What follows belongs to an exercise in optimizing a design on an open flow for small area and a short achievable clock period; a production flow would make more cautious choices. The RTL was checked by simulation tests, not by an equivalence proof against the original design. Power figures rest on the tool's default switching activity, not on a simulated workload.

==> design/flow/design.v <==
module DSP (A,B,D,C,CLK,CARRYIN,OPMODE,BCIN,RSTA,RSTB,RSTM,
RSTP,RSTC,RSTD,RSTCARRYIN,RSTOPMODE,CEA,CEB,CEM,CEP,CEC,CED,
CECARRYIN,CEOPMODE,PCIN,BCOUT,PCOUT,P,M,CARRYOUT,CARRYOUTF);
  parameter A0REG=0;
  parameter A1REG=1;
  parameter B0REG=0;
  parameter B1REG=1;
  parameter CREG=1;
  parameter DREG=1;
  parameter MREG=1;
  parameter PREG=1;
  parameter CARRYINREG=1;
  parameter CARRYOUTREG=1;
  parameter OPMODEREG=1;
  parameter CARRYINSEL="OPMODE5";
  parameter B_INPUT ="DIRECT";
  parameter RSTTYPE ="SYNC";
  input [17:0] A,B,D,BCIN;
  input [47:0] C,PCIN;
  input [7:0] OPMODE;
  input CLK,CARRYIN,RSTA,RSTB,RSTC,RSTCARRYIN,RSTD,RSTM,
  RSTOPMODE,RSTP,CEA,CEB,CECARRYIN,CEC,CED,CEM,CEOPMODE,CEP;
  output [17:0] BCOUT;
  output [47:0] PCOUT;
  output [47:0] P;
  output [35:0] M;
  output CARRYOUT,CARRYOUTF;
  reg [7:0] opm;
  reg [17:0] dr, ar, br;
  reg [47:0] cr, pr;
  reg cyi, cyo;
  reg [35:0] ms;
  reg [35:6] mc;
  reg mk;
  wire s6 = opm[6];
  wire [18:0] pre_w = {dr, 1'b1} + {B ^ {18{s6}}, s6};
  wire [17:0] pre = pre_w[18:1];
  wire [17:0] b_in = opm[4] ? pre : B;
  always @(posedge CLK) begin
    if (RSTOPMODE) opm <= 8'd0;
    else if (CEOPMODE) opm <= OPMODE;
  end
  always @(posedge CLK) begin
    if (RSTD) dr <= 18'd0;
    else if (CED) dr <= D;
  end
  always @(posedge CLK) begin
    if (RSTC) cr <= 48'd0;
    else if (CEC) cr <= C;
  end
  always @(posedge CLK) begin
    if (RSTA) ar <= 18'd0;
    else if (CEA) ar <= A;
  end
  always @(posedge CLK) begin
    if (RSTB) br <= 18'd0;
    else if (CEB) br <= b_in;
  end
  always @(posedge CLK) begin
    if (RSTCARRYIN) cyi <= 1'd0;
    else if (CECARRYIN) cyi <= opm[5];
  end
  wire one0 = br[0] ^ 1'b0;
  wire two0 = (br[1] & ~br[0] & ~1'b0) | (~br[1] & br[0] & 1'b0);
  wire neg0 = br[1];
  wire pp1 = ((one0 & ar[0]) | (two0 & 1'b0)) ^ neg0;
  wire pp2 = ((one0 & ar[1]) | (two0 & ar[0])) ^ neg0;
  wire pp3 = ((one0 & ar[2]) | (two0 & ar[1])) ^ neg0;
  wire pp4 = ((one0 & ar[3]) | (two0 & ar[2])) ^ neg0;
  wire pp5 = ((one0 & ar[4]) | (two0 & ar[3])) ^ neg0;
  wire pp6 = ((one0 & ar[5]) | (two0 & ar[4])) ^ neg0;
  wire pp7 = ((one0 & ar[6]) | (two0 & ar[5])) ^ neg0;
  wire pp8 = ((one0 & ar[7]) | (two0 & ar[6])) ^ neg0;
  wire pp9 = ((one0 & ar[8]) | (two0 & ar[7])) ^ neg0;
  wire pp10 = ((one0 & ar[9]) | (two0 & ar[8])) ^ neg0;
  wire pp11 = ((one0 & ar[10]) | (two0 & ar[9])) ^ neg0;
  wire pp12 = ((one0 & ar[11]) | (two0 & ar[10])) ^ neg0;
  wire pp13 = ((one0 & ar[12]) | (two0 & ar[11])) ^ neg0;
  wire pp14 = ((one0 & ar[13]) | (two0 & ar[12])) ^ neg0;
  wire pp15 = ((one0 & ar[14]) | (two0 & ar[13])) ^ neg0;
  wire pp16 = ((one0 & ar[15]) | (two0 & ar[14])) ^ neg0;
  wire pp17 = ((one0 & ar[16]) | (two0 & ar[15])) ^ neg0;
  wire pp18 = ((one0 & ar[17]) | (two0 & ar[16])) ^ neg0;
  wire pp19 = ((one0 & 1'b0) | (two0 & ar[17])) ^ neg0;
  wire ns20 = ~neg0;
  wire one1 = br[2] ^ br[1];
  wire two1 = (br[3] & ~br[2] & ~br[1]) | (~br[3] & br[2] & br[1]);
  wire neg1 = br[3];
  wire pp21 = ((one1 & ar[0]) | (two1 & 1'b0)) ^ neg1;
  wire pp22 = ((one1 & ar[1]) | (two1 & ar[0])) ^ neg1;
  wire pp23 = ((one1 & ar[2]) | (two1 & ar[1])) ^ neg1;
  wire pp24 = ((one1 & ar[3]) | (two1 & ar[2])) ^ neg1;
  wire pp25 = ((one1 & ar[4]) | (two1 & ar[3])) ^ neg1;
  wire pp26 = ((one1 & ar[5]) | (two1 & ar[4])) ^ neg1;
  wire pp27 = ((one1 & ar[6]) | (two1 & ar[5])) ^ neg1;
  wire pp28 = ((one1 & ar[7]) | (two1 & ar[6])) ^ neg1;
  wire pp29 = ((one1 & ar[8]) | (two1 & ar[7])) ^ neg1;
  wire pp30 = ((one1 & ar[9]) | (two1 & ar[8])) ^ neg1;
  wire pp31 = ((one1 & ar[10]) | (two1 & ar[9])) ^ neg1;
  wire pp32 = ((one1 & ar[11]) | (two1 & ar[10])) ^ neg1;
  wire pp33 = ((one1 & ar[12]) | (two1 & ar[11])) ^ neg1;
  wire pp34 = ((one1 & ar[13]) | (two1 & ar[12])) ^ neg1;
  wire pp35 = ((one1 & ar[14]) | (two1 & ar[13])) ^ neg1;
  wire pp36 = ((one1 & ar[15]) | (two1 & ar[14])) ^ neg1;
  wire pp37 = ((one1 & ar[16]) | (two1 & ar[15])) ^ neg1;
  wire pp38 = ((one1 & ar[17]) | (two1 & ar[16])) ^ neg1;
  wire pp39 = ((one1 & 1'b0) | (two1 & ar[17])) ^ neg1;
  wire ns40 = ~neg1;
  wire one2 = br[4] ^ br[3];
  wire two2 = (br[5] & ~br[4] & ~br[3]) | (~br[5] & br[4] & br[3]);
  wire neg2 = br[5];
  wire pp41 = ((one2 & ar[0]) | (two2 & 1'b0)) ^ neg2;
  wire pp42 = ((one2 & ar[1]) | (two2 & ar[0])) ^ neg2;
  wire pp43 = ((one2 & ar[2]) | (two2 & ar[1])) ^ neg2;
  wire pp44 = ((one2 & ar[3]) | (two2 & ar[2])) ^ neg2;
  wire pp45 = ((one2 & ar[4]) | (two2 & ar[3])) ^ neg2;
  wire pp46 = ((one2 & ar[5]) | (two2 & ar[4])) ^ neg2;
  wire pp47 = ((one2 & ar[6]) | (two2 & ar[5])) ^ neg2;
  wire pp48 = ((one2 & ar[7]) | (two2 & ar[6])) ^ neg2;
  wire pp49 = ((one2 & ar[8]) | (two2 & ar[7])) ^ neg2;
  wire pp50 = ((one2 & ar[9]) | (two2 & ar[8])) ^ neg2;
  wire pp51 = ((one2 & ar[10]) | (two2 & ar[9])) ^ neg2;
  wire pp52 = ((one2 & ar[11]) | (two2 & ar[10])) ^ neg2;
  wire pp53 = ((one2 & ar[12]) | (two2 & ar[11])) ^ neg2;
  wire pp54 = ((one2 & ar[13]) | (two2 & ar[12])) ^ neg2;
  wire pp55 = ((one2 & ar[14]) | (two2 & ar[13])) ^ neg2;
  wire pp56 = ((one2 & ar[15]) | (two2 & ar[14])) ^ neg2;
  wire pp57 = ((one2 & ar[16]) | (two2 & ar[15])) ^ neg2;
  wire pp58 = ((one2 & ar[17]) | (two2 & ar[16])) ^ neg2;
  wire pp59 = ((one2 & 1'b0) | (two2 & ar[17])) ^ neg2;
  wire ns60 = ~neg2;
  wire one3 = br[6] ^ br[5];
  wire two3 = (br[7] & ~br[6] & ~br[5]) | (~br[7] & br[6] & br[5]);
  wire neg3 = br[7];
  wire pp61 = ((one3 & ar[0]) | (two3 & 1'b0)) ^ neg3;
  wire pp62 = ((one3 & ar[1]) | (two3 & ar[0])) ^ neg3;
  wire pp63 = ((one3 & ar[2]) | (two3 & ar[1])) ^ neg3;
  wire pp64 = ((one3 & ar[3]) | (two3 & ar[2])) ^ neg3;
  wire pp65 = ((one3 & ar[4]) | (two3 & ar[3])) ^ neg3;
  wire pp66 = ((one3 & ar[5]) | (two3 & ar[4])) ^ neg3;
  wire pp67 = ((one3 & ar[6]) | (two3 & ar[5])) ^ neg3;
  wire pp68 = ((one3 & ar[7]) | (two3 & ar[6])) ^ neg3;
  wire pp69 = ((one3 & ar[8]) | (two3 & ar[7])) ^ neg3;
  wire pp70 = ((one3 & ar[9]) | (two3 & ar[8])) ^ neg3;
  wire pp71 = ((one3 & ar[10]) | (two3 & ar[9])) ^ neg3;
  wire pp72 = ((one3 & ar[11]) | (two3 & ar[10])) ^ neg3;
  wire pp73 = ((one3 & ar[12]) | (two3 & ar[11])) ^ neg3;
  wire pp74 = ((one3 & ar[13]) | (two3 & ar[12])) ^ neg3;
  wire pp75 = ((one3 & ar[14]) | (two3 & ar[13])) ^ neg3;
  wire pp76 = ((one3 & ar[15]) | (two3 & ar[14])) ^ neg3;
  wire pp77 = ((one3 & ar[16]) | (two3 & ar[15])) ^ neg3;
  wire pp78 = ((one3 & ar[17]) | (two3 & ar[16])) ^ neg3;
  wire pp79 = ((one3 & 1'b0) | (two3 & ar[17])) ^ neg3;
  wire ns80 = ~neg3;
  wire one4 = br[8] ^ br[7];
  wire two4 = (br[9] & ~br[8] & ~br[7]) | (~br[9] & br[8] & br[7]);
  wire neg4 = br[9];
  wire pp81 = ((one4 & ar[0]) | (two4 & 1'b0)) ^ neg4;
  wire pp82 = ((one4 & ar[1]) | (two4 & ar[0])) ^ neg4;
  wire pp83 = ((one4 & ar[2]) | (two4 & ar[1])) ^ neg4;
  wire pp84 = ((one4 & ar[3]) | (two4 & ar[2])) ^ neg4;
  wire pp85 = ((one4 & ar[4]) | (two4 & ar[3])) ^ neg4;
  wire pp86 = ((one4 & ar[5]) | (two4 & ar[4])) ^ neg4;
  wire pp87 = ((one4 & ar[6]) | (two4 & ar[5])) ^ neg4;
  wire pp88 = ((one4 & ar[7]) | (two4 & ar[6])) ^ neg4;
  wire pp89 = ((one4 & ar[8]) | (two4 & ar[7])) ^ neg4;
  wire pp90 = ((one4 & ar[9]) | (two4 & ar[8])) ^ neg4;
  wire pp91 = ((one4 & ar[10]) | (two4 & ar[9])) ^ neg4;
  wire pp92 = ((one4 & ar[11]) | (two4 & ar[10])) ^ neg4;
  wire pp93 = ((one4 & ar[12]) | (two4 & ar[11])) ^ neg4;
  wire pp94 = ((one4 & ar[13]) | (two4 & ar[12])) ^ neg4;
  wire pp95 = ((one4 & ar[14]) | (two4 & ar[13])) ^ neg4;
  wire pp96 = ((one4 & ar[15]) | (two4 & ar[14])) ^ neg4;
  wire pp97 = ((one4 & ar[16]) | (two4 & ar[15])) ^ neg4;
  wire pp98 = ((one4 & ar[17]) | (two4 & ar[16])) ^ neg4;
  wire pp99 = ((one4 & 1'b0) | (two4 & ar[17])) ^ neg4;
  wire ns100 = ~neg4;
  wire one5 = br[10] ^ br[9];
  wire two5 = (br[11] & ~br[10] & ~br[9]) | (~br[11] & br[10] & br[9]);
  wire neg5 = br[11];
  wire pp101 = ((one5 & ar[0]) | (two5 & 1'b0)) ^ neg5;
  wire pp102 = ((one5 & ar[1]) | (two5 & ar[0])) ^ neg5;
  wire pp103 = ((one5 & ar[2]) | (two5 & ar[1])) ^ neg5;
  wire pp104 = ((one5 & ar[3]) | (two5 & ar[2])) ^ neg5;
  wire pp105 = ((one5 & ar[4]) | (two5 & ar[3])) ^ neg5;
  wire pp106 = ((one5 & ar[5]) | (two5 & ar[4])) ^ neg5;
  wire pp107 = ((one5 & ar[6]) | (two5 & ar[5])) ^ neg5;
  wire pp108 = ((one5 & ar[7]) | (two5 & ar[6])) ^ neg5;
  wire pp109 = ((one5 & ar[8]) | (two5 & ar[7])) ^ neg5;
  wire pp110 = ((one5 & ar[9]) | (two5 & ar[8])) ^ neg5;
  wire pp111 = ((one5 & ar[10]) | (two5 & ar[9])) ^ neg5;
  wire pp112 = ((one5 & ar[11]) | (two5 & ar[10])) ^ neg5;
  wire pp113 = ((one5 & ar[12]) | (two5 & ar[11])) ^ neg5;
  wire pp114 = ((one5 & ar[13]) | (two5 & ar[12])) ^ neg5;
  wire pp115 = ((one5 & ar[14]) | (two5 & ar[13])) ^ neg5;
  wire pp116 = ((one5 & ar[15]) | (two5 & ar[14])) ^ neg5;
  wire pp117 = ((one5 & ar[16]) | (two5 & ar[15])) ^ neg5;
  wire pp118 = ((one5 & ar[17]) | (two5 & ar[16])) ^ neg5;
  wire pp119 = ((one5 & 1'b0) | (two5 & ar[17])) ^ neg5;
  wire ns120 = ~neg5;
  wire one6 = br[12] ^ br[11];
  wire two6 = (br[13] & ~br[12] & ~br[11]) | (~br[13] & br[12] & br[11]);
  wire neg6 = br[13];
  wire pp121 = ((one6 & ar[0]) | (two6 & 1'b0)) ^ neg6;
  wire pp122 = ((one6 & ar[1]) | (two6 & ar[0])) ^ neg6;
  wire pp123 = ((one6 & ar[2]) | (two6 & ar[1])) ^ neg6;
  wire pp124 = ((one6 & ar[3]) | (two6 & ar[2])) ^ neg6;
  wire pp125 = ((one6 & ar[4]) | (two6 & ar[3])) ^ neg6;
  wire pp126 = ((one6 & ar[5]) | (two6 & ar[4])) ^ neg6;
  wire pp127 = ((one6 & ar[6]) | (two6 & ar[5])) ^ neg6;
  wire pp128 = ((one6 & ar[7]) | (two6 & ar[6])) ^ neg6;
  wire pp129 = ((one6 & ar[8]) | (two6 & ar[7])) ^ neg6;
  wire pp130 = ((one6 & ar[9]) | (two6 & ar[8])) ^ neg6;
  wire pp131 = ((one6 & ar[10]) | (two6 & ar[9])) ^ neg6;
  wire pp132 = ((one6 & ar[11]) | (two6 & ar[10])) ^ neg6;
  wire pp133 = ((one6 & ar[12]) | (two6 & ar[11])) ^ neg6;
  wire pp134 = ((one6 & ar[13]) | (two6 & ar[12])) ^ neg6;
  wire pp135 = ((one6 & ar[14]) | (two6 & ar[13])) ^ neg6;
  wire pp136 = ((one6 & ar[15]) | (two6 & ar[14])) ^ neg6;
  wire pp137 = ((one6 & ar[16]) | (two6 & ar[15])) ^ neg6;
  wire pp138 = ((one6 & ar[17]) | (two6 & ar[16])) ^ neg6;
  wire pp139 = ((one6 & 1'b0) | (two6 & ar[17])) ^ neg6;
  wire ns140 = ~neg6;
  wire one7 = br[14] ^ br[13];
  wire two7 = (br[15] & ~br[14] & ~br[13]) | (~br[15] & br[14] & br[13]);
  wire neg7 = br[15];
  wire pp141 = ((one7 & ar[0]) | (two7 & 1'b0)) ^ neg7;
  wire pp142 = ((one7 & ar[1]) | (two7 & ar[0])) ^ neg7;
  wire pp143 = ((one7 & ar[2]) | (two7 & ar[1])) ^ neg7;
  wire pp144 = ((one7 & ar[3]) | (two7 & ar[2])) ^ neg7;
  wire pp145 = ((one7 & ar[4]) | (two7 & ar[3])) ^ neg7;
  wire pp146 = ((one7 & ar[5]) | (two7 & ar[4])) ^ neg7;
  wire pp147 = ((one7 & ar[6]) | (two7 & ar[5])) ^ neg7;
  wire pp148 = ((one7 & ar[7]) | (two7 & ar[6])) ^ neg7;
  wire pp149 = ((one7 & ar[8]) | (two7 & ar[7])) ^ neg7;
  wire pp150 = ((one7 & ar[9]) | (two7 & ar[8])) ^ neg7;
  wire pp151 = ((one7 & ar[10]) | (two7 & ar[9])) ^ neg7;
  wire pp152 = ((one7 & ar[11]) | (two7 & ar[10])) ^ neg7;
  wire pp153 = ((one7 & ar[12]) | (two7 & ar[11])) ^ neg7;
  wire pp154 = ((one7 & ar[13]) | (two7 & ar[12])) ^ neg7;
  wire pp155 = ((one7 & ar[14]) | (two7 & ar[13])) ^ neg7;
  wire pp156 = ((one7 & ar[15]) | (two7 & ar[14])) ^ neg7;
  wire pp157 = ((one7 & ar[16]) | (two7 & ar[15])) ^ neg7;
  wire pp158 = ((one7 & ar[17]) | (two7 & ar[16])) ^ neg7;
  wire pp159 = ((one7 & 1'b0) | (two7 & ar[17])) ^ neg7;
  wire ns160 = ~neg7;
  wire one8 = br[16] ^ br[15];
  wire two8 = (br[17] & ~br[16] & ~br[15]) | (~br[17] & br[16] & br[15]);
  wire neg8 = br[17];
  wire pp161 = ((one8 & ar[0]) | (two8 & 1'b0)) ^ neg8;
  wire pp162 = ((one8 & ar[1]) | (two8 & ar[0])) ^ neg8;
  wire pp163 = ((one8 & ar[2]) | (two8 & ar[1])) ^ neg8;
  wire pp164 = ((one8 & ar[3]) | (two8 & ar[2])) ^ neg8;
  wire pp165 = ((one8 & ar[4]) | (two8 & ar[3])) ^ neg8;
  wire pp166 = ((one8 & ar[5]) | (two8 & ar[4])) ^ neg8;
  wire pp167 = ((one8 & ar[6]) | (two8 & ar[5])) ^ neg8;
  wire pp168 = ((one8 & ar[7]) | (two8 & ar[6])) ^ neg8;
  wire pp169 = ((one8 & ar[8]) | (two8 & ar[7])) ^ neg8;
  wire pp170 = ((one8 & ar[9]) | (two8 & ar[8])) ^ neg8;
  wire pp171 = ((one8 & ar[10]) | (two8 & ar[9])) ^ neg8;
  wire pp172 = ((one8 & ar[11]) | (two8 & ar[10])) ^ neg8;
  wire pp173 = ((one8 & ar[12]) | (two8 & ar[11])) ^ neg8;
  wire pp174 = ((one8 & ar[13]) | (two8 & ar[12])) ^ neg8;
  wire pp175 = ((one8 & ar[14]) | (two8 & ar[13])) ^ neg8;
  wire pp176 = ((one8 & ar[15]) | (two8 & ar[14])) ^ neg8;
  wire pp177 = ((one8 & ar[16]) | (two8 & ar[15])) ^ neg8;
  wire pp178 = ((one8 & ar[17]) | (two8 & ar[16])) ^ neg8;
  wire pp179 = ((one8 & 1'b0) | (two8 & ar[17])) ^ neg8;
  wire ns180 = ~neg8;
  wire pp181 = br[17] & ar[0];
  wire pp182 = br[17] & ar[1];
  wire pp183 = br[17] & ar[2];
  wire pp184 = br[17] & ar[3];
  wire pp185 = br[17] & ar[4];
  wire pp186 = br[17] & ar[5];
  wire pp187 = br[17] & ar[6];
  wire pp188 = br[17] & ar[7];
  wire pp189 = br[17] & ar[8];
  wire pp190 = br[17] & ar[9];
  wire pp191 = br[17] & ar[10];
  wire pp192 = br[17] & ar[11];
  wire pp193 = br[17] & ar[12];
  wire pp194 = br[17] & ar[13];
  wire pp195 = br[17] & ar[14];
  wire pp196 = br[17] & ar[15];
  wire pp197 = br[17] & ar[16];
  wire pp198 = br[17] & ar[17];
  wire nc199 = ~ns20;
  wire nc200 = ~ns20;
  wire nc201 = ~pp185;
  wire nc202 = ~pp187;
  wire nc203 = ~pp189;
  wire nc204 = ~pp191;
  wire nc205 = ~pp193;
  wire nc206 = ~pp195;
  wire nc207 = ~pp197;
  wire s208 = neg1 ^ pp21;
  wire c209 = neg1 & pp21;
  wire s210 = pp22 ^ pp4;
  wire c211 = pp22 & pp4;
  wire s212 = neg2 ^ pp23 ^ pp41;
  wire c213 = (neg2 & pp23) | (neg2 & pp41) | (pp23 & pp41);
  wire s214 = pp5 ^ c211;
  wire c215 = pp5 & c211;
  wire s216 = pp24 ^ pp42 ^ pp6;
  wire c217 = (pp24 & pp42) | (pp24 & pp6) | (pp42 & pp6);
  wire s218 = c213 ^ c215;
  wire c219 = c213 & c215;
  wire s220 = neg3 ^ pp25 ^ pp43;
  wire c221 = (neg3 & pp25) | (neg3 & pp43) | (pp25 & pp43);
  wire s222 = pp61 ^ pp7 ^ c217;
  wire c223 = (pp61 & pp7) | (pp61 & c217) | (pp7 & c217);
  wire s224 = s220 ^ c219;
  wire c225 = s220 & c219;
  wire s226 = pp26 ^ pp44 ^ pp62;
  wire c227 = (pp26 & pp44) | (pp26 & pp62) | (pp44 & pp62);
  wire s228 = pp8 ^ c221 ^ s226;
  wire c229 = (pp8 & c221) | (pp8 & s226) | (c221 & s226);
  wire s230 = c223 ^ c225;
  wire c231 = c223 & c225;
  wire s232 = neg4 ^ pp27 ^ pp45;
  wire c233 = (neg4 & pp27) | (neg4 & pp45) | (pp27 & pp45);
  wire s234 = pp63 ^ pp81 ^ pp9;
  wire c235 = (pp63 & pp81) | (pp63 & pp9) | (pp81 & pp9);
  wire s236 = c227 ^ s232 ^ s234;
  wire c237 = (c227 & s232) | (c227 & s234) | (s232 & s234);
  wire s238 = c229 ^ s236;
  wire c239 = c229 & s236;
  wire s240 = pp10 ^ pp28 ^ pp46;
  wire c241 = (pp10 & pp28) | (pp10 & pp46) | (pp28 & pp46);
  wire s242 = pp64 ^ pp82 ^ c233;
  wire c243 = (pp64 & pp82) | (pp64 & c233) | (pp82 & c233);
  wire s244 = c235 ^ s240 ^ c237;
  wire c245 = (c235 & s240) | (c235 & c237) | (s240 & c237);
  wire s246 = s242 ^ c239;
  wire c247 = s242 & c239;
  wire s248 = neg5 ^ pp101 ^ pp11;
  wire c249 = (neg5 & pp101) | (neg5 & pp11) | (pp101 & pp11);
  wire s250 = pp29 ^ pp47 ^ pp65;
  wire c251 = (pp29 & pp47) | (pp29 & pp65) | (pp47 & pp65);
  wire s252 = pp83 ^ c241 ^ s248;
  wire c253 = (pp83 & c241) | (pp83 & s248) | (c241 & s248);
  wire s254 = s250 ^ c243 ^ s252;
  wire c255 = (s250 & c243) | (s250 & s252) | (c243 & s252);
  wire s256 = c245 ^ c247;
  wire c257 = c245 & c247;
  wire s258 = pp102 ^ pp12 ^ pp30;
  wire c259 = (pp102 & pp12) | (pp102 & pp30) | (pp12 & pp30);
  wire s260 = pp48 ^ pp66 ^ pp84;
  wire c261 = (pp48 & pp66) | (pp48 & pp84) | (pp66 & pp84);
  wire s262 = c249 ^ c251 ^ s258;
  wire c263 = (c249 & c251) | (c249 & s258) | (c251 & s258);
  wire s264 = s260 ^ c253 ^ s262;
  wire c265 = (s260 & c253) | (s260 & s262) | (c253 & s262);
  wire s266 = c255 ^ s264;
  wire c267 = c255 & s264;
  wire s268 = neg6 ^ pp103 ^ pp121;
  wire c269 = (neg6 & pp103) | (neg6 & pp121) | (pp103 & pp121);
  wire s270 = pp13 ^ pp31 ^ pp49;
  wire c271 = (pp13 & pp31) | (pp13 & pp49) | (pp31 & pp49);
  wire s272 = pp67 ^ pp85 ^ c259;
  wire c273 = (pp67 & pp85) | (pp67 & c259) | (pp85 & c259);
  wire s274 = c261 ^ s268 ^ s270;
  wire c275 = (c261 & s268) | (c261 & s270) | (s268 & s270);
  wire s276 = c263 ^ s272 ^ s274;
  wire c277 = (c263 & s272) | (c263 & s274) | (s272 & s274);
  wire s278 = c265 ^ s276;
  wire c279 = c265 & s276;
  wire s280 = pp104 ^ pp122 ^ pp14;
  wire c281 = (pp104 & pp122) | (pp104 & pp14) | (pp122 & pp14);
  wire s282 = pp32 ^ pp50 ^ pp68;
  wire c283 = (pp32 & pp50) | (pp32 & pp68) | (pp50 & pp68);
  wire s284 = pp86 ^ c269 ^ c271;
  wire c285 = (pp86 & c269) | (pp86 & c271) | (c269 & c271);
  wire s286 = s280 ^ s282 ^ c273;
  wire c287 = (s280 & s282) | (s280 & c273) | (s282 & c273);
  wire s288 = c275 ^ s284 ^ s286;
  wire c289 = (c275 & s284) | (c275 & s286) | (s284 & s286);
  wire s290 = c277 ^ c279;
  wire c291 = c277 & c279;
  wire s292 = neg7 ^ pp105 ^ pp123;
  wire c293 = (neg7 & pp105) | (neg7 & pp123) | (pp105 & pp123);
  wire s294 = pp141 ^ pp15 ^ pp33;
  wire c295 = (pp141 & pp15) | (pp141 & pp33) | (pp15 & pp33);
  wire s296 = pp51 ^ pp69 ^ pp87;
  wire c297 = (pp51 & pp69) | (pp51 & pp87) | (pp69 & pp87);
  wire s298 = c281 ^ c283 ^ s292;
  wire c299 = (c281 & c283) | (c281 & s292) | (c283 & s292);
  wire s300 = s294 ^ s296 ^ c285;
  wire c301 = (s294 & s296) | (s294 & c285) | (s296 & c285);
  wire s302 = s298 ^ c287 ^ s300;
  wire c303 = (s298 & c287) | (s298 & s300) | (c287 & s300);
  wire s304 = c289 ^ s302;
  wire c305 = c289 & s302;
  wire s306 = pp106 ^ pp124 ^ pp142;
  wire c307 = (pp106 & pp124) | (pp106 & pp142) | (pp124 & pp142);
  wire s308 = pp16 ^ pp34 ^ pp52;
  wire c309 = (pp16 & pp34) | (pp16 & pp52) | (pp34 & pp52);
  wire s310 = pp70 ^ pp88 ^ c293;
  wire c311 = (pp70 & pp88) | (pp70 & c293) | (pp88 & c293);
  wire s312 = c295 ^ c297 ^ s306;
  wire c313 = (c295 & c297) | (c295 & s306) | (c297 & s306);
  wire s314 = s308 ^ c299 ^ s310;
  wire c315 = (s308 & c299) | (s308 & s310) | (c299 & s310);
  wire s316 = s312 ^ c301 ^ s314;
  wire c317 = (s312 & c301) | (s312 & s314) | (c301 & s314);
  wire s318 = c303 ^ s316;
  wire c319 = c303 & s316;
  wire s320 = neg8 ^ pp107 ^ pp125;
  wire c321 = (neg8 & pp107) | (neg8 & pp125) | (pp107 & pp125);
  wire s322 = pp143 ^ pp161 ^ pp17;
  wire c323 = (pp143 & pp161) | (pp143 & pp17) | (pp161 & pp17);
  wire s324 = pp35 ^ pp53 ^ pp71;
  wire c325 = (pp35 & pp53) | (pp35 & pp71) | (pp53 & pp71);
  wire s326 = pp89 ^ c307 ^ c309;
  wire c327 = (pp89 & c307) | (pp89 & c309) | (c307 & c309);
  wire s328 = s320 ^ s322 ^ s324;
  wire c329 = (s320 & s322) | (s320 & s324) | (s322 & s324);
  wire s330 = c311 ^ c313 ^ s326;
  wire c331 = (c311 & c313) | (c311 & s326) | (c313 & s326);
  wire s332 = s328 ^ c315 ^ s330;
  wire c333 = (s328 & c315) | (s328 & s330) | (c315 & s330);
  wire s334 = c317 ^ s332;
  wire c335 = c317 & s332;
  wire s336 = pp108 ^ pp126 ^ pp144;
  wire c337 = (pp108 & pp126) | (pp108 & pp144) | (pp126 & pp144);
  wire s338 = pp162 ^ pp18 ^ pp36;
  wire c339 = (pp162 & pp18) | (pp162 & pp36) | (pp18 & pp36);
  wire s340 = pp54 ^ pp72 ^ pp90;
  wire c341 = (pp54 & pp72) | (pp54 & pp90) | (pp72 & pp90);
  wire s342 = c321 ^ c323 ^ c325;
  wire c343 = (c321 & c323) | (c321 & c325) | (c323 & c325);
  wire s344 = s336 ^ s338 ^ s340;
  wire c345 = (s336 & s338) | (s336 & s340) | (s338 & s340);
  wire s346 = c327 ^ c329 ^ s342;
  wire c347 = (c327 & c329) | (c327 & s342) | (c329 & s342);
  wire s348 = s344 ^ c331 ^ s346;
  wire c349 = (s344 & c331) | (s344 & s346) | (c331 & s346);
  wire s350 = c333 ^ s348;
  wire c351 = c333 & s348;
  wire s352 = pp181 ^ pp109 ^ pp127;
  wire c353 = (pp181 & pp109) | (pp181 & pp127) | (pp109 & pp127);
  wire s354 = pp145 ^ pp163 ^ pp19;
  wire c355 = (pp145 & pp163) | (pp145 & pp19) | (pp163 & pp19);
  wire s356 = pp37 ^ pp55 ^ pp73;
  wire c357 = (pp37 & pp55) | (pp37 & pp73) | (pp55 & pp73);
  wire s358 = pp91 ^ c337 ^ c339;
  wire c359 = (pp91 & c337) | (pp91 & c339) | (c337 & c339);
  wire s360 = c341 ^ s352 ^ s354;
  wire c361 = (c341 & s352) | (c341 & s354) | (s352 & s354);
  wire s362 = s356 ^ c343 ^ c345;
  wire c363 = (s356 & c343) | (s356 & c345) | (c343 & c345);
  wire s364 = s358 ^ s360 ^ c347;
  wire c365 = (s358 & s360) | (s358 & c347) | (s360 & c347);
  wire s366 = s362 ^ c349 ^ s364;
  wire c367 = (s362 & c349) | (s362 & s364) | (c349 & s364);
  wire s368 = pp182 ^ nc199 ^ pp110;
  wire c369 = (pp182 & nc199) | (pp182 & pp110) | (nc199 & pp110);
  wire s370 = pp128 ^ pp146 ^ pp164;
  wire c371 = (pp128 & pp146) | (pp128 & pp164) | (pp146 & pp164);
  wire s372 = pp38 ^ pp56 ^ pp74;
  wire c373 = (pp38 & pp56) | (pp38 & pp74) | (pp56 & pp74);
  wire s374 = pp92 ^ c353 ^ c355;
  wire c375 = (pp92 & c353) | (pp92 & c355) | (c353 & c355);
  wire s376 = c357 ^ s368 ^ s370;
  wire c377 = (c357 & s368) | (c357 & s370) | (s368 & s370);
  wire s378 = s372 ^ c359 ^ c361;
  wire c379 = (s372 & c359) | (s372 & c361) | (c359 & c361);
  wire s380 = s374 ^ s376 ^ c363;
  wire c381 = (s374 & s376) | (s374 & c363) | (s376 & c363);
  wire s382 = s378 ^ c365 ^ s380;
  wire c383 = (s378 & c365) | (s378 & s380) | (c365 & s380);
  wire s384 = pp183 ^ nc200 ^ pp111;
  wire c385 = (pp183 & nc200) | (pp183 & pp111) | (nc200 & pp111);
  wire s386 = pp129 ^ pp147 ^ pp165;
  wire c387 = (pp129 & pp147) | (pp129 & pp165) | (pp147 & pp165);
  wire s388 = pp39 ^ pp57 ^ pp75;
  wire c389 = (pp39 & pp57) | (pp39 & pp75) | (pp57 & pp75);
  wire s390 = pp93 ^ c369 ^ c371;
  wire c391 = (pp93 & c369) | (pp93 & c371) | (c369 & c371);
  wire s392 = c373 ^ s384 ^ s386;
  wire c393 = (c373 & s384) | (c373 & s386) | (s384 & s386);
  wire s394 = s388 ^ c375 ^ c377;
  wire c395 = (s388 & c375) | (s388 & c377) | (c375 & c377);
  wire s396 = s390 ^ s392 ^ c379;
  wire c397 = (s390 & s392) | (s390 & c379) | (s392 & c379);
  wire s398 = s394 ^ c381 ^ s396;
  wire c399 = (s394 & c381) | (s394 & s396) | (c381 & s396);
  wire s400 = ns20 ^ ns40 ^ pp184;
  wire c401 = (ns20 & ns40) | (ns20 & pp184) | (ns40 & pp184);
  wire s402 = s400 ^ pp112 ^ pp130;
  wire c403 = (s400 & pp112) | (s400 & pp130) | (pp112 & pp130);
  wire s404 = pp148 ^ pp166 ^ pp58;
  wire c405 = (pp148 & pp166) | (pp148 & pp58) | (pp166 & pp58);
  wire s406 = pp76 ^ pp94 ^ c385;
  wire c407 = (pp76 & pp94) | (pp76 & c385) | (pp94 & c385);
  wire s408 = c387 ^ c389 ^ s402;
  wire c409 = (c387 & c389) | (c387 & s402) | (c389 & s402);
  wire s410 = s404 ^ c391 ^ c393;
  wire c411 = (s404 & c391) | (s404 & c393) | (c391 & c393);
  wire s412 = s406 ^ s408 ^ c395;
  wire c413 = (s406 & s408) | (s406 & c395) | (s408 & c395);
  wire s414 = s410 ^ c397 ^ s412;
  wire c415 = (s410 & c397) | (s410 & s412) | (c397 & s412);
  wire s416 = nc201 ^ c401 ^ pp113;
  wire c417 = (nc201 & c401) | (nc201 & pp113) | (c401 & pp113);
  wire s418 = pp131 ^ pp149 ^ pp167;
  wire c419 = (pp131 & pp149) | (pp131 & pp167) | (pp149 & pp167);
  wire s420 = pp59 ^ pp77 ^ pp95;
  wire c421 = (pp59 & pp77) | (pp59 & pp95) | (pp77 & pp95);
  wire s422 = c403 ^ c405 ^ s416;
  wire c423 = (c403 & c405) | (c403 & s416) | (c405 & s416);
  wire s424 = s418 ^ s420 ^ c407;
  wire c425 = (s418 & s420) | (s418 & c407) | (s420 & c407);
  wire s426 = c409 ^ s422 ^ s424;
  wire c427 = (c409 & s422) | (c409 & s424) | (s422 & s424);
  wire s428 = c411 ^ c413 ^ s426;
  wire c429 = (c411 & c413) | (c411 & s426) | (c413 & s426);
  wire s430 = ns60 ^ pp185 ^ pp186;
  wire c431 = (ns60 & pp185) | (ns60 & pp186) | (pp185 & pp186);
  wire s432 = s430 ^ pp114 ^ pp132;
  wire c433 = (s430 & pp114) | (s430 & pp132) | (pp114 & pp132);
  wire s434 = pp150 ^ pp168 ^ pp78;
  wire c435 = (pp150 & pp168) | (pp150 & pp78) | (pp168 & pp78);
  wire s436 = pp96 ^ c417 ^ c419;
  wire c437 = (pp96 & c417) | (pp96 & c419) | (c417 & c419);
  wire s438 = c421 ^ s432 ^ s434;
  wire c439 = (c421 & s432) | (c421 & s434) | (s432 & s434);
  wire s440 = c423 ^ s436 ^ s438;
  wire c441 = (c423 & s436) | (c423 & s438) | (s436 & s438);
  wire s442 = c425 ^ s440 ^ c427;
  wire c443 = (c425 & s440) | (c425 & c427) | (s440 & c427);
  wire s444 = nc202 ^ c431 ^ pp115;
  wire c445 = (nc202 & c431) | (nc202 & pp115) | (c431 & pp115);
  wire s446 = pp133 ^ pp151 ^ pp169;
  wire c447 = (pp133 & pp151) | (pp133 & pp169) | (pp151 & pp169);
  wire s448 = pp79 ^ pp97 ^ c433;
  wire c449 = (pp79 & pp97) | (pp79 & c433) | (pp97 & c433);
  wire s450 = c435 ^ s444 ^ s446;
  wire c451 = (c435 & s444) | (c435 & s446) | (s444 & s446);
  wire s452 = c437 ^ c439 ^ s448;
  wire c453 = (c437 & c439) | (c437 & s448) | (c439 & s448);
  wire s454 = s450 ^ c441 ^ s452;
  wire c455 = (s450 & c441) | (s450 & s452) | (c441 & s452);
  wire s456 = ns80 ^ pp187 ^ pp188;
  wire c457 = (ns80 & pp187) | (ns80 & pp188) | (pp187 & pp188);
  wire s458 = s456 ^ pp116 ^ pp134;
  wire c459 = (s456 & pp116) | (s456 & pp134) | (pp116 & pp134);
  wire s460 = pp152 ^ pp170 ^ pp98;
  wire c461 = (pp152 & pp170) | (pp152 & pp98) | (pp170 & pp98);
  wire s462 = c445 ^ c447 ^ s458;
  wire c463 = (c445 & c447) | (c445 & s458) | (c447 & s458);
  wire s464 = s460 ^ c449 ^ c451;
  wire c465 = (s460 & c449) | (s460 & c451) | (c449 & c451);
  wire s466 = s462 ^ c453 ^ s464;
  wire c467 = (s462 & c453) | (s462 & s464) | (c453 & s464);
  wire s468 = nc203 ^ c457 ^ pp117;
  wire c469 = (nc203 & c457) | (nc203 & pp117) | (c457 & pp117);
  wire s470 = pp135 ^ pp153 ^ pp171;
  wire c471 = (pp135 & pp153) | (pp135 & pp171) | (pp153 & pp171);
  wire s472 = pp99 ^ c459 ^ c461;
  wire c473 = (pp99 & c459) | (pp99 & c461) | (c459 & c461);
  wire s474 = s468 ^ s470 ^ c463;
  wire c475 = (s468 & s470) | (s468 & c463) | (s470 & c463);
  wire s476 = s472 ^ c465 ^ s474;
  wire c477 = (s472 & c465) | (s472 & s474) | (c465 & s474);
  wire s478 = ns100 ^ pp189 ^ pp190;
  wire c479 = (ns100 & pp189) | (ns100 & pp190) | (pp189 & pp190);
  wire s480 = s478 ^ pp118 ^ pp136;
  wire c481 = (s478 & pp118) | (s478 & pp136) | (pp118 & pp136);
  wire s482 = pp154 ^ pp172 ^ c469;
  wire c483 = (pp154 & pp172) | (pp154 & c469) | (pp172 & c469);
  wire s484 = c471 ^ s480 ^ c473;
  wire c485 = (c471 & s480) | (c471 & c473) | (s480 & c473);
  wire s486 = s482 ^ s484 ^ c475;
  wire c487 = (s482 & s484) | (s482 & c475) | (s484 & c475);
  wire s488 = nc204 ^ c479 ^ pp119;
  wire c489 = (nc204 & c479) | (nc204 & pp119) | (c479 & pp119);
  wire s490 = pp137 ^ pp155 ^ pp173;
  wire c491 = (pp137 & pp155) | (pp137 & pp173) | (pp155 & pp173);
  wire s492 = c481 ^ s488 ^ s490;
  wire c493 = (c481 & s488) | (c481 & s490) | (s488 & s490);
  wire s494 = c483 ^ s492 ^ c485;
  wire c495 = (c483 & s492) | (c483 & c485) | (s492 & c485);
  wire s496 = ns120 ^ pp191 ^ pp192;
  wire c497 = (ns120 & pp191) | (ns120 & pp192) | (pp191 & pp192);
  wire s498 = s496 ^ pp138 ^ pp156;
  wire c499 = (s496 & pp138) | (s496 & pp156) | (pp138 & pp156);
  wire s500 = pp174 ^ c489 ^ c491;
  wire c501 = (pp174 & c489) | (pp174 & c491) | (c489 & c491);
  wire s502 = s498 ^ c493 ^ s500;
  wire c503 = (s498 & c493) | (s498 & s500) | (c493 & s500);
  wire s504 = nc205 ^ c497 ^ pp139;
  wire c505 = (nc205 & c497) | (nc205 & pp139) | (c497 & pp139);
  wire s506 = pp157 ^ pp175 ^ c499;
  wire c507 = (pp157 & pp175) | (pp157 & c499) | (pp175 & c499);
  wire s508 = s504 ^ c501 ^ s506;
  wire c509 = (s504 & c501) | (s504 & s506) | (c501 & s506);
  wire s510 = ns140 ^ pp193 ^ pp194;
  wire c511 = (ns140 & pp193) | (ns140 & pp194) | (pp193 & pp194);
  wire s512 = s510 ^ pp158 ^ pp176;
  wire c513 = (s510 & pp158) | (s510 & pp176) | (pp158 & pp176);
  wire s514 = c505 ^ s512 ^ c507;
  wire c515 = (c505 & s512) | (c505 & c507) | (s512 & c507);
  wire s516 = nc206 ^ c511 ^ pp159;
  wire c517 = (nc206 & c511) | (nc206 & pp159) | (c511 & pp159);
  wire s518 = pp177 ^ c513 ^ s516;
  wire c519 = (pp177 & c513) | (pp177 & s516) | (c513 & s516);
  wire s520 = ns160 ^ pp195 ^ pp196;
  wire c521 = (ns160 & pp195) | (ns160 & pp196) | (pp195 & pp196);
  wire s522 = s520 ^ pp178 ^ c517;
  wire c523 = (s520 & pp178) | (s520 & c517) | (pp178 & c517);
  wire s524 = nc207 ^ c521 ^ pp179;
  wire c525 = (nc207 & c521) | (nc207 & pp179) | (c521 & pp179);
  wire s526 = ns180 ^ pp197 ^ pp198;
  wire c527 = (ns180 & pp197) | (ns180 & pp198) | (pp197 & pp198);
  wire s528 = neg0 ^ pp1;
  wire c529 = neg0 & pp1;
  wire s530 = pp2 ^ c529;
  wire c531 = pp2 & c529;
  wire s532 = pp3 ^ s208 ^ c531;
  wire c533 = (pp3 & s208) | (pp3 & c531) | (s208 & c531);
  wire s534 = c209 ^ s210 ^ c533;
  wire c535 = (c209 & s210) | (c209 & c533) | (s210 & c533);
  wire s536 = s212 ^ s214 ^ c535;
  wire c537 = (s212 & s214) | (s212 & c535) | (s214 & c535);
  wire s538 = s216 ^ s218 ^ c537;
  wire c539 = (s216 & s218) | (s216 & c537) | (s218 & c537);
  wire [35:0] prod_s = {s526, s524, c519, s518, s514, c503, s502, s494, c477, c467, c455, s454, c429, c415, c399, c383, c367, c351, c335, c319, c305, c291, s288, c267, c257, s254, s244, c231, s228, s222, s538, s536, s534, s532, s530, s528};
  wire [35:0] prod_c = {c525, c523, s522, c515, c509, s508, c495, c487, s486, s476, s466, c443, s442, s428, s414, s398, s382, s366, s350, s334, s318, s304, s290, s278, s266, s256, s246, s238, s230, s224, 1'b0, 1'b0, 1'b0, 1'b0, 1'b0, 1'b0};
  always @(posedge CLK) begin
    if (RSTM) ms <= 36'd0;
    else if (CEM) ms <= prod_s;
  end
  always @(posedge CLK) begin
    if (RSTM) mc <= 30'd0;
    else if (CEM) mc <= prod_c[35:6];
  end
  always @(posedge CLK) begin
    if (RSTM) mk <= 1'd0;
    else if (CEM) mk <= c539;
  end
  wire [30:0] m_hi = {ms[35:6], 1'b1} + {mc, mk};
  assign M = {m_hi[30:1], ms[5:0]};
  wire s7 = opm[7];
  wire [47:0] x = ({48{opm[1:0] == 2'd1}} & {12'd0, M})
                | ({48{opm[1:0] == 2'd2}} & pr)
                | ({48{opm[1:0] == 2'd3}} & {dr[11:0], ar, br});
  wire [47:0] z = ({48{opm[3:2] == 2'd1}} & PCIN)
                | ({48{opm[3:2] == 2'd2}} & pr)
                | ({48{opm[3:2] == 2'd3}} & cr);
  wire [49:0] post_w = {1'b0, z, 1'b1} + {1'b0, x ^ {48{s7}}, cyi ^ s7};
  wire [47:0] post = post_w[48:1];
  wire post_c = post_w[49] ^ s7;
  always @(posedge CLK) begin
    if (RSTP) pr <= 48'd0;
    else if (CEP) pr <= post;
  end
  always @(posedge CLK) begin
    if (RSTCARRYIN) cyo <= 1'd0;
    else if (CECARRYIN) cyo <= post_c;
  end
  assign BCOUT = br;
  assign P = pr;
  assign PCOUT = pr;
  assign CARRYOUT = cyo;
  assign CARRYOUTF = cyo;
endmodule
==> design/flow/flow/run.sh <==
#!/bin/bash
# The standard layout (standard.sh: standard synthesis, then ORFS to
# finish), with one change: the port buffers are plain buffers (buf_2 from
# buffer_ports, then buf_1 on the inputs) instead of the delay cell
# buffer_ports picks by default.  Each tool's output is in orfs/logs.
set -euo pipefail
HERE=$(pwd)
cat >> config.mk <<EOC
export BUFFER_PORTS_ARGS = -buffer_cell sky130_fd_sc_hd__buf_2
export PRE_RESIZE_TCL = $HERE/flow/ports.tcl
EOC
bash standard.sh > standard.log 2>&1
==> design/flow/flow/ports.tcl <==
# Before repair_design: the input ports' buffers become buf_1.
set n 0
foreach bterm [[ord::get_db_block] getBTerms] {
  if {[$bterm getIoType] ne "INPUT"} { continue }
  set net [$bterm getNet]
  if {$net eq "NULL" || [$net getSigType] eq "CLOCK"} { continue }
  foreach iterm [$net getITerms] {
    set inst [$iterm getInst]
    if {[[$inst getMaster] getName] eq "sky130_fd_sc_hd__buf_2"} {
      replace_cell [get_cells [$inst getName]] sky130_fd_sc_hd__buf_1
      incr n
    }
  }
}
puts "flow/ports.tcl: $n input buffers set to buf_1"
==> design/flow/standard.sh <==
#!/bin/bash
# synth_recipe.tcl (not shown) runs the flow's synth.tcl, then flattens the netlist and writes it again
# the make line also repeats each setting of config.mk as NAME=value (left out here)
make -C /OpenROAD-flow-scripts/flow DESIGN_CONFIG=/design/flow/config.mk WORK_HOME=/design/flow/orfs CLKGATE_MAP_FILE= SYNTH_SCRIPT=/design/flow/synth_recipe.tcl "${@:-finish}"
==> design/flow/config.mk <==
export PLATFORM = sky130hd
export DESIGN_NAME = DSP
export DESIGN_NICKNAME = DSP
export VERILOG_FILES = /design/flow/design.v
export SDC_FILE = /design/flow/constraint.sdc
export NUM_CORES = 4
export LEC_CHECK = 0
export CAP_MARGIN = 20
export CORE_MARGIN = 2
export CORE_UTILIZATION = 40
export SETUP_SLACK_MARGIN = 3.0
export SLEW_MARGIN = 20
export BUFFER_PORTS_ARGS = -buffer_cell sky130_fd_sc_hd__buf_2
export PRE_RESIZE_TCL = /design/flow/flow/ports.tcl
==> design/flow/constraint.sdc <==
create_clock -name core_clock -period 7.0 [get_ports {CLK}]
set_input_delay 1.4000 -clock core_clock [delete_from_list [all_inputs] [get_ports {CLK}]]
set_output_delay 1.4000 -clock core_clock [all_outputs]
set_load 0.01 [all_outputs]
==> results of run 1 <==
## what timing repair did
item	CTS	global route
cloned	2	5
endpoints found under the setup margin	92	82
hold buffers	0	0
gates resized for setup	168	179
pin swaps	82	81
buffers inserted	83	75
## final cells by class
type / instances / area [µm²]
multi-input combinational: 2985 / 21600
clock buffer: 39 / 772
sequential: 227 / 4660
tap: 931 / 1160
inverter: 176 / 677
fill: 6764 / 35500
timing repair buffer: 552 / 3970
clock inverter: 13 / 214
## cell families (layout without fill, tap and decap cells)
kind of cell / after synthesis / count (layout)
mux: 278 / 278
fa+ha+maj: 323 / 323
flops: 227 / 227
compound gates: 1073 / 1073
simple gates: 1126 / 1126
buf+inv: 605 / 780
xor+xnor: 185 / 185
## worst min-delay path by stage
stage                         to  slack, ns
after floorplan            cr[0]       0.45
after global placement    cr[34]       0.47
after detailed placement  cr[38]       0.48
after global routing      cr[14]       0.51
final                     cr[15]       0.49
after CTS                 ms[10]       0.49
## power by group
part,internal [W],leakage [nW],switching [W]
clock,0.000954,0.483,0.000629
combinational,0.00189,11.7,0.00247
sequential,0.00147,1.89,0.000234
## worst max-delay path, cell delays in order, from the launching register on
cell and delay, ns:
dfxtp_4 0.36, ha_4 0.23, a21o_1 0.20, a2111oi_4 0.48
o211ai_2 0.18, a21oi_2 0.21, or2b_4 0.32, a21boi_2 0.18
o21ai_2 0.09, xnor2_2 0.31, a21oi_2 0.11, xnor2_1 0.19
ha_2 0.35, buf_6 0.11, nand4_1 0.18, nor2_4 0.19
a21oi_2 0.09, o211ai_1 0.17, a31oi_4 0.10, o41a_1 0.50
o21a_1 0.27, o21ai_2 0.15, nand4b_1 0.10, o311ai_1 0.10
## per-layer routing
| layer | track usage | vias to the layer above |
|---|---|---|
| met1 | 0.342 | 13100 |
| met4 | 0.0995 | 0 |
| met3 | 0.0285 | 225 |
| met5 | 0 | - |
| met2 | 0.461 | 1158 |
| li1 | - | 13400 |
## layout by cell type (no fill, tap or decap), drive strengths merged, types with 6 or more instances in the layout
cell type,count
nor3,33
and3,14
ha,112
a2111oi,8
clkbuf,44
or3,10
nor2b,9
o22ai,51
o21bai,18
buf,545
mux2,84
nand2b,14
o31ai,11
clkinv,11
and2,6
a31o,6
a22oi,22
mux2i,194
a31oi,15
xnor2,117
fa,146
o21ai,328
nor2,560
dfxtp,227
nand2,400
o211ai,98
inv,170
o21a,17
a21boi,9
nand3,45
nand4,11
a21oi,336
a22o,48
a211oi,26
maj3,65
xor2,68
a21o,46
## Yosys cell counts (all sizes together), types with 8 or more instances
cell type | instances | area share
a21boi | 9 | 0.0024
o21ai | 328 | 0.060
clkbuf | 261 | 0.035
ha | 112 | 0.051
xnor2 | 117 | 0.037
o21a | 17 | 0.0046
nor3 | 33 | 0.0061
maj3 | 65 | 0.023
a21o | 46 | 0.012
o211ai | 98 | 0.027
o22ai | 51 | 0.012
a211oi | 26 | 0.0070
a2111oi | 8 | 0.0046
and3 | 14 | 0.0034
o21bai | 18 | 0.0050
nand3 | 45 | 0.0081
nand2b | 14 | 0.0032
mux2 | 84 | 0.034
a31oi | 15 | 0.0036
mux2i | 194 | 0.070
inv | 173 | 0.023
or3 | 10 | 0.0023
nand2 | 400 | 0.054
fa | 146 | 0.11
nor2 | 560 | 0.076
buf | 168 | 0.032
a21oi | 336 | 0.061
a22oi | 22 | 0.0060
o31ai | 11 | 0.0030
a22o | 48 | 0.015
xor2 | 68 | 0.021
nor2b | 9 | 0.0020
nand4 | 11 | 0.0025
dfxtp | 227 | 0.16
## metrics by stage
step | hold WS [ns] | cells | utilization
after detailed placement | 0.475 | 4706 | 0.424
after CTS | 0.491 | 4843 | 0.460
after floorplan | 0.454 | 3817 | -
after global placement | 0.467 | 4704 | 0.426
final | 0.490 | 4923 | 0.483
after global routing | 0.510 | 4923 | 0.483
## flip-flops by register name, summed over array words and instances (netlist names)
name / count
dr: 18
opm: 8
cyo: 1
br: 18
cr: 48
pr: 48
mk: 1
ar: 18
mc: 30
cyi: 1
ms: 36
==> results.sh, run 1 <==
export IMPL_status="no timing/DRC/antenna violations"
export IMPL_ys_seq_area_frac=0.164
export IMPL_grt_pass1_vias=25100
export IMPL_die_h_um=267
export IMPL_path_clk_slew_ns=0.06
export IMPL_whs_path_depth=2
export IMPL_die_area_um2=71400
export IMPL_grt_start_max_net_pins=71
export IMPL_met1Wirelength_um=41400
export IMPL_hold_violations=0
export IMPL_peakVddDrop_mv=0.240
export IMPL_endpoint="pr[44]"
export IMPL_worst_r2r_endpoint="pr[44]"
export IMPL_power_total_w=0.00764
export IMPL_overflow=0
export IMPL_async_flop_share=0
export IMPL_grt_pass1_wl_um=149000
export IMPL_tightest_slew_ns=0.983
export IMPL_io_pins=346
export IMPL_worstHoldStart="cr[15]"
export IMPL_final_area_um2=33100
export IMPL_worstSetupPathType="reg -> reg"
export IMPL_synth_mux_area_frac=0.104
export IMPL_areaGrowthSynthToFinish_pct=19.4
export IMPL_syn_nets=4269
export IMPL_drc=0
export IMPL_root_buffer="clkbuf_16"
export IMPL_p_per_area_nw_per_um2=231
export IMPL_critical_path_required_ns=7.48
export IMPL_setup_ws_ns=1.68
export IMPL_worstPathArrival_ns=5.79
export IMPL_antenna_found_initial=2
export IMPL_r2r_start="mc[6]"
export IMPL_cts_tree="built"
export IMPL_cellLeakagePower_nw=14.0
export IMPL_wire_per_inst_um=20.5
export IMPL_insertion_delay_ns=0.61
export IMPL_slew_headroom=0.341
export IMPL_clock_path_buffers=3
export IMPL_cap_violations=0
export IMPL_cts_buffers=28
export IMPL_crit_start="mc[6]"
export IMPL_drt_total_wl_um=101000
export IMPL_avgSynthCellArea_um2=7.26
export IMPL_numPortBuffers=326
export IMPL_period_share=0.760
export IMPL_tns_ns=0
export IMPL_viasPerCell=5.67
export IMPL_dp_hpwl_um=67100
export IMPL_gr_usage_all_layers=0.267
export IMPL_fin_nets=4422
export IMPL_h_tree_depth=1
export IMPL_dpl_worst_slack_ns=1.71
export IMPL_drt_iter0_markers=2425
export IMPL_syn_inst=3817
export IMPL_via_count=27900
export IMPL_synth_distinct_cells=83
export IMPL_rsz0062_at_grt="yes"
export IMPL_fmax_mhz=188
export IMPL_reg2reg_depth=23
export IMPL_antenna_cells=0
export IMPL_cp_start_kind="flip-flop"
export IMPL_slew_viol_final=0
export IMPL_synth_area_um2=27700
export IMPL_core_area_um2=68600
export IMPL_placed_area_um2=29100
export IMPL_synthSimpleGateAreaFrac=0.166
export IMPL_synth_compound_area_frac=0.237
export IMPL_ys_ff_latch=227
export IMPL_yosysWarnings=1
export IMPL_synth_edff_count=0
export IMPL_critPathCaptureType="flip-flop"
export IMPL_hold_path_class="reg -> reg"
export IMPL_period_needed_ns=5.32
export IMPL_dieWidth_um=267
export IMPL_drt_pass1_iter_count=6
export IMPL_rows=96
export IMPL_cts_sinks=227
export IMPL_top_layer_used="met4"
export IMPL_drtAntennaViolNets=0
export IMPL_synth_adder_area_share=0.179
export IMPL_skew_ns=0.0449
export IMPL_drive_gt1_frac=0.183
export IMPL_cp_max_fo=5
export IMPL_wl_met3_um=7000
export IMPL_r2r_slack_ns=1.68
export IMPL_synth_top_family_by_area="compound AO/OA/AOI/OAI gates"
export IMPL_initial_utilization=0.404
export IMPL_routed_wl_met2_um=48100
export IMPL_finalSetupViolCount=0
export IMPL_synth_top_flop_cell="dfxtp_1"
export IMPL_globalplace_congestion=0.921
export IMPL_synth_xor_area_frac=0.0585
==> run 2: changes to the inputs <==
--- a/design/flow/config.mk
+++ b/design/flow/config.mk
@@ -5,10 +5,12 @@
 export SDC_FILE = /design/flow/constraint.sdc
 export NUM_CORES = 4
 export LEC_CHECK = 0
+export ABC_AREA = 1
 export CAP_MARGIN = 20
 export CORE_MARGIN = 2
 export CORE_UTILIZATION = 40
 export SETUP_SLACK_MARGIN = 3.0
 export SLEW_MARGIN = 20
+export TNS_END_PERCENT = 20
 export BUFFER_PORTS_ARGS = -buffer_cell sky130_fd_sc_hd__buf_2
 export PRE_RESIZE_TCL = /design/flow/flow/ports.tcl
==> run 2 against run 1 <==
  * Highest routed layer is now met5
  * Largest power group unchanged
  * Flip-flop and latch count unchanged
  * Still clean
  * Global-route usage rose by 3.7 points
  * Register-to-register slack better by 1.3 ns
  * Critical endpoint is now mc[22]
  * Worst hold slack worse by 0.026 ns
==> results.sh, run 2 <==
export IMPL_status="no timing/DRC/antenna violations"
export IMPL_insertion_delay_ns=0.61
export IMPL_drc=0
export IMPL_critical_path_required_ns=7.52
export IMPL_drt_total_wl_um=101000
export IMPL_cts_sinks=227
export IMPL_whs_path_depth=2
export IMPL_synth_distinct_cells=48
export IMPL_clock_path_buffers=3
export IMPL_final_cells=4953
export IMPL_finalSetupViolCount=0
export IMPL_ys_top_cells_by_area="dfxtp_1, nand2_1, fa_1"
export IMPL_final_common_cell="nand2_1"
export IMPL_drt_iter0_markers=2366
export IMPL_hold_violations=0
export IMPL_tns_ns=0
export IMPL_tightest_slew_ns=0.940
export IMPL_h_tree_depth=1
export IMPL_reg2reg_depth=14
export IMPL_synth_most_common_cell="nand2_1"
export IMPL_peakVddDrop_mv=0.233
export IMPL_io_pins=346
export IMPL_critPathMostFrequentCell="fa_1"
export IMPL_ys_ff_latch=227
export IMPL_grt_pass1_wl_um=148000
export IMPL_numPortBuffers=326
export IMPL_yosysWarnings=1
export IMPL_syn_nets=4323
export IMPL_areaGrowthSynthToFinish_pct=16.7
export IMPL_drt_pass1_iter_count=6
export IMPL_worstPathArrival_ns=4.50
export IMPL_place_inst=4824
export IMPL_worst_r2r_endpoint="mc[22]"
export IMPL_cellLeakagePower_nw=14.5
export IMPL_worstHoldStart="cr[30]"
export IMPL_p_per_area_nw_per_um2=253
export IMPL_syn_inst=3871
export IMPL_grt_pass1_vias=24300
export IMPL_initial_utilization=0.404
export IMPL_viasPerCell=5.23
export IMPL_synth_top_area_cell="dfxtp_1"
export IMPL_cts_tree="built"
export IMPL_finalHoldWorstSlack_ns=0.464
export IMPL_yosys_area_top_type_share=0.182
export IMPL_worstSetupPathType="reg -> reg"
export IMPL_async_flop_share=0
export IMPL_cap_violations=0
export IMPL_synth_top_cells_by_count="nand2_1, inv_1, a21oi_1"
export IMPL_die_h_um=254
export IMPL_dieWidth_um=254
export IMPL_cp_top_family="adder cells"
export IMPL_cp_start_kind="flip-flop"
export IMPL_skew_ns=0.0265
export IMPL_ys_seq_area_frac=0.182
export IMPL_wire_per_inst_um=20.4
export IMPL_r2r_start="br[8]"
export IMPL_dp_hpwl_um=77300
export IMPL_max_stage_delay_ns=0.57
export IMPL_reg_largest_list="cr x48, pr x48, ms x36"
export IMPL_antenna_found_initial=2
export IMPL_grt_start_max_net_pins=73
export IMPL_avgSynthCellArea_um2=6.45
export IMPL_core_area_um2=61700
export IMPL_crit_path_cell_trace="nor2_1 > a21oi_2 > buf_4 > o22ai_1 > xor2_1 > fa_1 > inv_1 > fa_1 > inv_1 > fa_1 > inv_1 > fa_1 > nand2_1 > a21oi_1"
export IMPL_period_needed_ns=3.98
export IMPL_cp_buffers_inverters=4
export IMPL_r2r_slack_ns=3.02
export IMPL_root_buffer="clkbuf_16"
export IMPL_overflow=0
export IMPL_slowest_stage="fa_1"
export IMPL_cts_buffers=29
export IMPL_drtAntennaViolNets=0
export IMPL_period_share=0.569
export IMPL_critPathCaptureType="flip-flop"
export IMPL_slew_viol_final=0
export IMPL_whs_endpoint="cr[30]"
export IMPL_cp_max_fo=17
export IMPL_drive_gt1_frac=0.133
export IMPL_gr_usage_all_layers=0.304
export IMPL_path_clk_slew_ns=0.06
export IMPL_via_count=25900
export IMPL_final_cell_mix="nand2_1, inv_1, a21oi_1"
export IMPL_fin_nets=4545
export IMPL_synth_top_flop_cell="dfxtp_1"
export IMPL_globalplace_congestion=0.987
export IMPL_slew_headroom=0.369
export IMPL_rsz0062_at_grt="yes"
export IMPL_rows=91
export IMPL_synth_edff_count=0
export IMPL_fmax_mhz=251
export IMPL_hold_path_class="reg -> reg"
export IMPL_die_area_um2=64400
export IMPL_synth_area_um2=25000
-- run 2: layout make-up --
cell class / count / area, µm²
diodes: 3 / 7.51
clock buffers: 41 / 871
clock inverters: 10 / 173
fillers: 6695 / 32600
inverters: 620 / 2420
multi-input cells: 2777 / 17700
flip-flops and latches: 227 / 4580
well taps: 837 / 1050
repair buffers: 431 / 2300
repair inverters: 7 / 40.0
-- run 2: logic make-up after synthesis --
kind of cell / synth area share
and+or+nand+nor: 0.253
buffers and inverters: 0.143
AOI/OAI and AO/OA: 0.157
xor gates and xnor gates: 0.0916
adders and majority gates: 0.173
DFF: 0.182
-- run 2: how the worst max path moves through the flow --
stage	endpoint	slack, ns	depth (start not counted)	from
finish	mc[22]	3.02	14	br[8]
global placement	mc[18]	1.89	13	br[9]
CTS	M[35]	2.93	11	ms[6]
global route	M[33]	2.89	10	mc[15]
detailed placement	mc[18]	1.87	13	br[9]
floorplan	mc[18]	3.04	15	br[13]
-- run 2: routing by layer --
metal	vias to the layer above	global-route usage	share of wire
met1	12000	0.403	0.42
met3	243	0.0368	0.068
li1	12600	-	-
met2	1088	0.498	0.46
met5	-	0	0.00013
met4	2	0.130	0.052
-- run 2: through the flow --
step                      total power (W)  area (µm²)   util  setup slack (ns)
after global routing              0.00794       29100  0.472              2.89
after CTS                         0.00713       28100  0.455              2.93
final                             0.00737       29100  0.472              3.02
after detailed placement          0.00538       26500  0.429              1.87
after floorplan                   0.00415       25000      -              3.04
after global placement            0.00539       26700  0.433              1.89
-- run 2: timing repair --
action                     CTS  global route
setup endpoints to repair   73            81
pin swaps                    3            30
cloned                       1             6
hold buffers                 0             0
buffers inserted            34            33
gates resized for setup     70           191
-- run 2: power by group --
group | internal (W) | total (W) | switching, W
clock | 0.00101 | 0.00165 | 0.000642
sequential | 0.00148 | 0.00166 | 0.000187
combinational | 0.00157 | 0.00405 | 0.00249
-- run 2: worst register-to-register path: stages (launching register included) --
cell	delay (ns)
dfxtp_1	0.56
nor2_1	0.12
a21oi_2	0.15
buf_4	0.29
o22ai_1	0.14
xor2_1	0.19
fa_1	0.57
inv_1	0.08
fa_1	0.50
inv_1	0.05
fa_1	0.47
inv_1	0.05
fa_1	0.49
nand2_1	0.06
a21oi_1	0.17
==> run 3: changes to the inputs <==
--- a/design/flow/config.mk
+++ b/design/flow/config.mk
@@ -9,8 +9,8 @@
 export CAP_MARGIN = 20
 export CORE_MARGIN = 2
 export CORE_UTILIZATION = 40
+export CTS_BUF_LIST = sky130_fd_sc_hd__clkbuf_4 sky130_fd_sc_hd__clkbuf_8
 export SETUP_SLACK_MARGIN = 3.0
 export SLEW_MARGIN = 20
-export TNS_END_PERCENT = 20
 export BUFFER_PORTS_ARGS = -buffer_cell sky130_fd_sc_hd__buf_2
 export PRE_RESIZE_TCL = /design/flow/flow/ports.tcl
==> run 3 against run 2 <==
  * Flip-flop and latch count unchanged
  * Highest routed layer unchanged
  * Still clean
  * Maximum frequency up 0.78%
  * Core utilization up 0.52 points
  * Global-route usage down 0.058 points
  * Die area unchanged
  * Clock skew up 0.0031 ns
  * Sequential share of layout area down 0.095 points
  * Non-clock buffer count up 19
==> results.sh, run 3 <==
export IMPL_globalplace_congestion=0.987
export IMPL_power_total_w=0.00721
export IMPL_cellLeakagePower_nw=14.6
export IMPL_cp_start_kind="flip-flop"
export IMPL_drt_iter0_markers=2205
export IMPL_areaGrowthSynthToFinish_pct=18.0
export IMPL_die_area_um2=64400
export IMPL_slew_headroom=0.374
export IMPL_antenna_found_initial=4
export IMPL_gr_usage_all_layers=0.303
export IMPL_period_needed_ns=3.95
export IMPL_worstSetupPathType="reg -> out"
export IMPL_ys_top_cells_by_area="dfxtp_1, nand2_1, fa_1"
export IMPL_critPathCaptureType="primary output"
export IMPL_avgSynthCellArea_um2=6.45
export IMPL_peakVddDrop_mv=0.132
export IMPL_clock_path_buffers=3
export IMPL_tns_ns=0
export IMPL_placed_area_um2=26500
export IMPL_reg_largest_list="cr x48, pr x48, ms x36"
export IMPL_critical_path_required_ns=5.60
export IMPL_synth_edff_count=0
export IMPL_fin_nets=4582
export IMPL_drtAntennaViolNets=0
export IMPL_wire_per_inst_um=20.4
export IMPL_drt_pass1_iter_count=6
export IMPL_synth_most_common_cell="nand2_1"
export IMPL_cp_max_fo=3
export IMPL_worstPathArrival_ns=2.55
export IMPL_via_count=26100
export IMPL_hold_violations=0
export IMPL_slew_viol_final=0
export IMPL_cts_sinks=227
export IMPL_rsz0062_at_grt="yes"
export IMPL_ys_seq_area_frac=0.182
export IMPL_syn_nets=4323
export IMPL_dieWidth_um=254
export IMPL_io_pins=346
export IMPL_synth_top_cells_by_count="nand2_1, inv_1, a21oi_1"
export IMPL_synth_area_um2=25000
export IMPL_viasPerCell=5.23
export IMPL_h_tree_depth=2
export IMPL_status="no timing/DRC/antenna violations"
export IMPL_grt_pass1_vias=24400
export IMPL_synth_top_flop_cell="dfxtp_1"
export IMPL_syn_inst=3871
export IMPL_tightest_slew_ns=0.933
export IMPL_numPortBuffers=326
export IMPL_cts_buffers=44
export IMPL_grt_pass1_wl_um=147000
export IMPL_rows=91
export IMPL_core_area_um2=61700
export IMPL_final_cell_mix="nand2_1, inv_1, a21oi_1"
export IMPL_async_flop_share=0
export IMPL_synth_distinct_cells=48
export IMPL_holdBufCountCts=0
export IMPL_dp_hpwl_um=77300
export IMPL_root_buffer="clkbuf_8"
export IMPL_fillers=6670
export IMPL_synth_top_area_cell="dfxtp_1"
export IMPL_drt_total_wl_um=102000
export IMPL_finalSetupViolCount=0
export IMPL_final_common_cell="nand2_1"
export IMPL_ys_ff_latch=227
export IMPL_drive_gt1_frac=0.155
export IMPL_yosys_area_top_type_share=0.182
export IMPL_grt_start_max_net_pins=73
export IMPL_overflow=0
export IMPL_dpl_worst_slack_ns=1.87
export IMPL_p_per_area_nw_per_um2=245
export IMPL_cap_violations=0
export IMPL_skew_ns=0.0296
export IMPL_fmax_mhz=253
export IMPL_initial_utilization=0.404
export IMPL_cts_tree="built"
export IMPL_setup_ws_ns=3.05
export IMPL_die_h_um=254
export IMPL_yosysWarnings=1
export IMPL_final_area_um2=29500
export IMPL_hold_path_class="reg -> reg"
export IMPL_period_share=0.564
export IMPL_insertion_delay_ns=0.64
export IMPL_drc=0
export IMPL_path_clk_slew_ns=0.05
-- run 3: cell counts after synthesis --
No cell type changed its count.
-- run 3: through the flow --
stage	utilization	hold WS, ns	cells
final	0.477	0.462	4992
after floorplan	-	0.441	3871
after global routing	0.477	0.472	4990
after detailed placement	0.429	0.453	4824
after global placement	0.433	0.450	4823
after CTS	0.452	0.463	4922
-- run 3: cell type report --
class | count | area (µm²) | area share
multi-input combinational | 2777 | 18000 | 0.610
timing repair buffer | 450 | 2460 | 0.0837
antenna | 3 | 7.51 | 0.000255
clock buffer | 58 | 754 | 0.0256
sequential | 227 | 4610 | 0.156
clock inverter | 10 | 126 | 0.00429
tap | 837 | 1050 | 0.0356
timing repair inverter | 10 | 57.6 | 0.00195
inverter | 620 | 2430 | 0.0824
-- run 3: where the power goes --
group / total [W] / internal (W) / switching [W]
Clock: 0.00140 / 0.000772 / 0.000625
Sequential: 0.00168 / 0.00148 / 0.000202
Combinational: 0.00413 / 0.00162 / 0.00251
Total: 0.00721 / 0.00388 / 0.00333
-- run 3: repair_timing --
| item | in CTS | in global routing |
|---|---|---|
| setup endpoints to repair | 85 | 79 |
| pin swaps | 8 | 46 |
| setup buffers | 29 | 57 |
| gates resized for setup | 83 | 265 |
| cloned | 1 | 9 |
-- run 3: path summary, 6_finish.rpt --
kind	cells after the start	slack (ns)	startpoint	endpoint
max	7	3.05	ms[6]	M[15]
min	2	0.46	cr[42]	cr[42]
max reg2reg	12	3.09	ar[5]	mc[13]
min reg2reg	2	0.46	cr[42]	cr[42]
-- run 3: critical path, cell delays in order (launching register included) --
cell and delay [ns]:
dfxtp_4 0.36, fa_2 0.41, buf_4 0.16, nand3_1 0.08
nand3b_1 0.26, xor2_2 0.37, buf_4 0.16, buf_2 0.12
-- run 3: logic make-up after synthesis --
logic type	synth area share
simple gates	0.253
buf+inv	0.143
compound gates	0.157
xor+xnor	0.0916
fa+ha+maj	0.173
flops	0.182
-- run 3: routing by layer --
| layer | global-route usage | share of wire | routed length, µm |
|---|---|---|---|
| met1 | 0.397 | 0.42 | 42900 |
| met2 | 0.497 | 0.46 | 46700 |
| met4 | 0.135 | 0.050 | 5040 |
| met3 | 0.0415 | 0.069 | 6970 |
| met5 | 0 | 0.000089 | 9 |

-- separate check: timing with driven ports --
The flow's constraints put no driver on any port. The routed layouts listed below were extracted and timed again, unchanged, in two steps. Step 1, drivers: a clkbuf_16 drives CLK and a buf_2 each remaining input, both assumed. Step 2 times the ports against the registers' clock, not the clock port: input delays grow and output delays shrink by t, the midpoint of the rising clock arrivals with the driver on. Three values: ideal, step 1, step 2; two values: the first two.
run	shift t [ns]	setup slack, ns	worst setup path after step 2	slew at the worst register clock pin (ns)
run 1	0.657	1.683 / 1.683 / 1.683	register to register	0.06 / 0.06
run 2	0.664	3.019 / 2.965 / 3.019	register to register	0.07 / 0.07
run 3	0.690	3.050 / 2.984 / 3.094	register to register	0.07 / 0.07
After both steps every run listed still meets setup and hold.
